Source: an optimization exercise on an open RTL-to-GDS flow (aim: small area, a short achievable clock period and few clock cycles). Production flows keep margins and buffers that such runs may drop.
Function was checked by simulation only, so behaviour that the tests miss may differ from the original.

Setup of JK:
==> module apb_system_top, before the edit <==
module apb_system_top #(
    parameter ADDR_WIDTH = 32,
    parameter DATA_WIDTH = 32,
    parameter NUM_SLAVES = 3
)(
    input  wire                    pclk,
    input  wire                    presetn,
    input  wire                    transfer_req,
    input  wire [ADDR_WIDTH-1:0]   transfer_addr,
    input  wire [DATA_WIDTH-1:0]   transfer_wdata,
    input  wire                    transfer_write,
    output wire                    transfer_ready,
    output wire [DATA_WIDTH-1:0]   transfer_rdata,
    output wire                    transfer_error
);
    wire [3:0] slave  = transfer_addr[19:16];
    wire [5:0] word   = transfer_addr[7:2];
    wire       mapped = (slave[3:2] == 2'b00) && (slave[1:0] != 2'b11);
    wire       inwin  = (transfer_addr[31:20] == 12'h0) && (transfer_addr[15:8] == 8'h0);
    wire       hit    = mapped && inwin;
    wire       wr     = transfer_req && transfer_write && hit;
    wire [31:0] wd0 = transfer_wdata & {32{presetn}};
    wire [31:0] wd1 = transfer_wdata | {32{!presetn}};
    wire [3:0] p0 = 4'b0001 << word[1:0];
    wire [3:0] p1 = 4'b0001 << word[3:2];
    wire [3:0] p2 = 4'b0001 << word[5:4];
    wire [3:0] sd = 4'b0001 << slave[1:0];
    wire [64*32-1:0] ya;
    genvar s, w, b;
    generate
        for (w = 0; w < 64; w = w + 1) begin : g_w
            wire        wl = p2[w/16] & p1[(w/4)%4] & p0[w%4];
            wire [2:0]  sel;
            wire [31:0] q [0:2];
            for (s = 0; s < 3; s = s + 1) begin : g_s
                localparam [31:0] INIT = (s << 24) + w;
                wire [31:0] wd;
                for (b = 0; b < 32; b = b + 1) begin : g_b
                    assign wd[b] = INIT[b] ? wd1[b] : wd0[b];
                end
                wire we = (wr && sd[s] && wl) || !presetn;
                reg [31:0] m;
                always @(posedge pclk)
                    if (we) m <= wd;
                assign q[s]   = m;
                assign sel[s] = sd[s] & wl;
            end
            apb_rd_aoi3 u_a (.s0(sel[0]), .s1(sel[1]), .s2(sel[2]),
                             .d0(q[0]), .d1(q[1]), .d2(q[2]), .y(ya[w*32 +: 32]));
        end
    endgenerate
    wire [16*32-1:0] yb;
    wire [8*32-1:0]  yc;
    wire [2*32-1:0]  yd;
    genvar k;
    generate
        for (k = 0; k < 16; k = k + 1) begin : g_b4
            apb_rd_nand4 u_b (.a(ya[(4*k)*32 +: 32]), .b(ya[(4*k+1)*32 +: 32]),
                              .c(ya[(4*k+2)*32 +: 32]), .d(ya[(4*k+3)*32 +: 32]),
                              .y(yb[k*32 +: 32]));
        end
        for (k = 0; k < 8; k = k + 1) begin : g_c2
            apb_rd_nor2 u_c (.a(yb[(2*k)*32 +: 32]), .b(yb[(2*k+1)*32 +: 32]),
                             .y(yc[k*32 +: 32]));
        end
        for (k = 0; k < 2; k = k + 1) begin : g_d4
            apb_rd_nand4 u_d (.a(yc[(4*k)*32 +: 32]), .b(yc[(4*k+1)*32 +: 32]),
                              .c(yc[(4*k+2)*32 +: 32]), .d(yc[(4*k+3)*32 +: 32]),
                              .y(yd[k*32 +: 32]));
        end
    endgenerate
    wire [31:0] rd = yd[0 +: 32] | yd[32 +: 32];
    reg [31:0] rdata_q;
    reg        error_q;
    always @(posedge pclk) begin
        rdata_q <= (hit ? rd : 32'd0) | ((mapped && !inwin) ? 32'hDEADBEEF : 32'd0);
        error_q <= !hit;
    end
    reg ready_q;
    always @(posedge pclk or negedge presetn)
        if (!presetn) ready_q <= 1'b0;
        else          ready_q <= 1'b1;
    assign transfer_ready = ready_q;
    assign transfer_rdata = rdata_q;
    assign transfer_error = error_q;
endmodule
==> flow/config.mk <==
export PLATFORM = sky130hd
export DESIGN_NAME = apb_system_top
export DESIGN_NICKNAME = apb_system_top
export VERILOG_FILES = /design/flow/design.v
export SDC_FILE = /design/flow/constraint.sdc
export NUM_CORES = 8
export LEC_CHECK = 0
export CAP_MARGIN = 30
export CORE_MARGIN = 2
export CORE_UTILIZATION = 60
export CTS_BUF_LIST = sky130_fd_sc_hd__clkbuf_16
export CTS_CLUSTER_DIAMETER = 80
export CTS_CLUSTER_SIZE = 20
export SETUP_SLACK_MARGIN = 3.0
export SLEW_MARGIN = 50
export SYNTH_HIERARCHICAL = 1
export SYNTH_MINIMUM_KEEP_SIZE = 0
export TNS_END_PERCENT = 10
==> flow/constraint.sdc <==
create_clock -name core_clock -period 6.0 [get_ports {pclk}]
set_input_delay 1.2000 -clock core_clock [delete_from_list [all_inputs] [get_ports {pclk}]]
set_output_delay 1.2000 -clock core_clock [all_outputs]
set_load 0.01 [all_outputs]
run.sh (not shown) runs the stock make flow with config.mk's settings and CLKGATE_MAP_FILE= SYNTH_SCRIPT=/design/flow/synth_recipe.tcl, a recipe that flattens the netlist after the stock synthesis.
Testbench counts of JK, summed over its fixed seeds: cycles 4,800.
Edits applied to the flow inputs when going from JK to MS:
diff --git a/flow/design.v b/flow/design.v
--- a/flow/design.v
+++ b/flow/design.v
@@ -94,11 +94,11 @@
                               .y(yd[k*32 +: 32]));
         end
     endgenerate
-    wire [31:0] rd = yd[0 +: 32] | yd[32 +: 32];
-    reg [31:0] rdata_q;
+    reg [31:0] rd0_n, rd1_n;
     reg        error_q;
     always @(posedge pclk) begin
-        rdata_q <= (hit ? rd : 32'd0) | ((mapped && !inwin) ? 32'hDEADBEEF : 32'd0);
+        rd0_n   <= ~(({32{hit}} & yd[0 +: 32]) | ((mapped && !inwin) ? 32'hDEADBEEF : 32'd0));
+        rd1_n   <= ~({32{hit}} & yd[32 +: 32]);
         error_q <= !hit;
     end
     reg ready_q;
@@ -106,6 +106,6 @@
         if (!presetn) ready_q <= 1'b0;
         else          ready_q <= 1'b1;
     assign transfer_ready = ready_q;
-    assign transfer_rdata = rdata_q;
+    assign transfer_rdata = ~(rd0_n & rd1_n);
     assign transfer_error = error_q;
 endmodule
## What came out
MS: done, clean on timing, DRC and antenna. Worst slack at placement (higher): MS. Number of synthesized register bits: MS > JK. Fraction of final layout cells sized beyond drive strength 1: MS < JK. Looking at detailed-routed wire length on met3, MS sits 13000 µm higher than JK does. Looking only at number of non-clock buffers, and setting everything else aside, the higher value of MS and JK goes to JK. Compared MS against JK; share of flip-flops with an asynchronous set or reset within noise. Global routing usage on met3 was higher in the run labelled MS. Looking at MS and JK, the clock latency reported for the late side of the worst-skew pair is a wash. Looking only at via count, and setting everything else aside, the lower value of MS and JK goes to MS. Row routed wire length: MS lower / JK higher. The global routing usage summed across all routing layers in MS sits 0.83 points below the value recorded for JK. Relative to JK, fraction of the cycle the final worst path needs decreased by 4.5 points in MS. Higher fill cell total of the finished layout among MS and JK: MS. MS: design area is 0.68% lower than what JK reported.
Testbench counts of MS, summed over its fixed seeds: cycles 4,800.

-- re-timing with driven ports --
No port has a modelled driver above. Below, the same layouts with a new extraction and two added sets of constraints. Step 1 assumes that a clkbuf_16 drives the clock port and a buf_2 every other input. Step 2 adds t to the input delays and takes it off the output delays; t is the mean of the earliest and latest rising clock arrival at the registers after step 1. Input paths then give back, and output paths get back, about the clock's delay inside the block. a / b / c = ideal ports / drivers / drivers and shift; a / b = the first two.
run | shift t [ns] | setup WS [ns] | hold slack, ns | clock arrival spread, ns | worst data-port slew with drivers (ns)
JK | 1.081 | 2.420 / 2.455 / 1.374 | 0.200 / 0.143 / 0.808 | 0.040 / 0.040 | 0.24
MS | 1.081 | 2.691 / 2.678 / 1.598 | 0.122 / 0.073 / 0.688 | 0.044 / 0.045 | 0.14
After both steps setup and hold are still met in every run listed. The setup slack of MS, which loses most, moves by -0.013 ns with the drivers and by -1.093 ns with both steps.
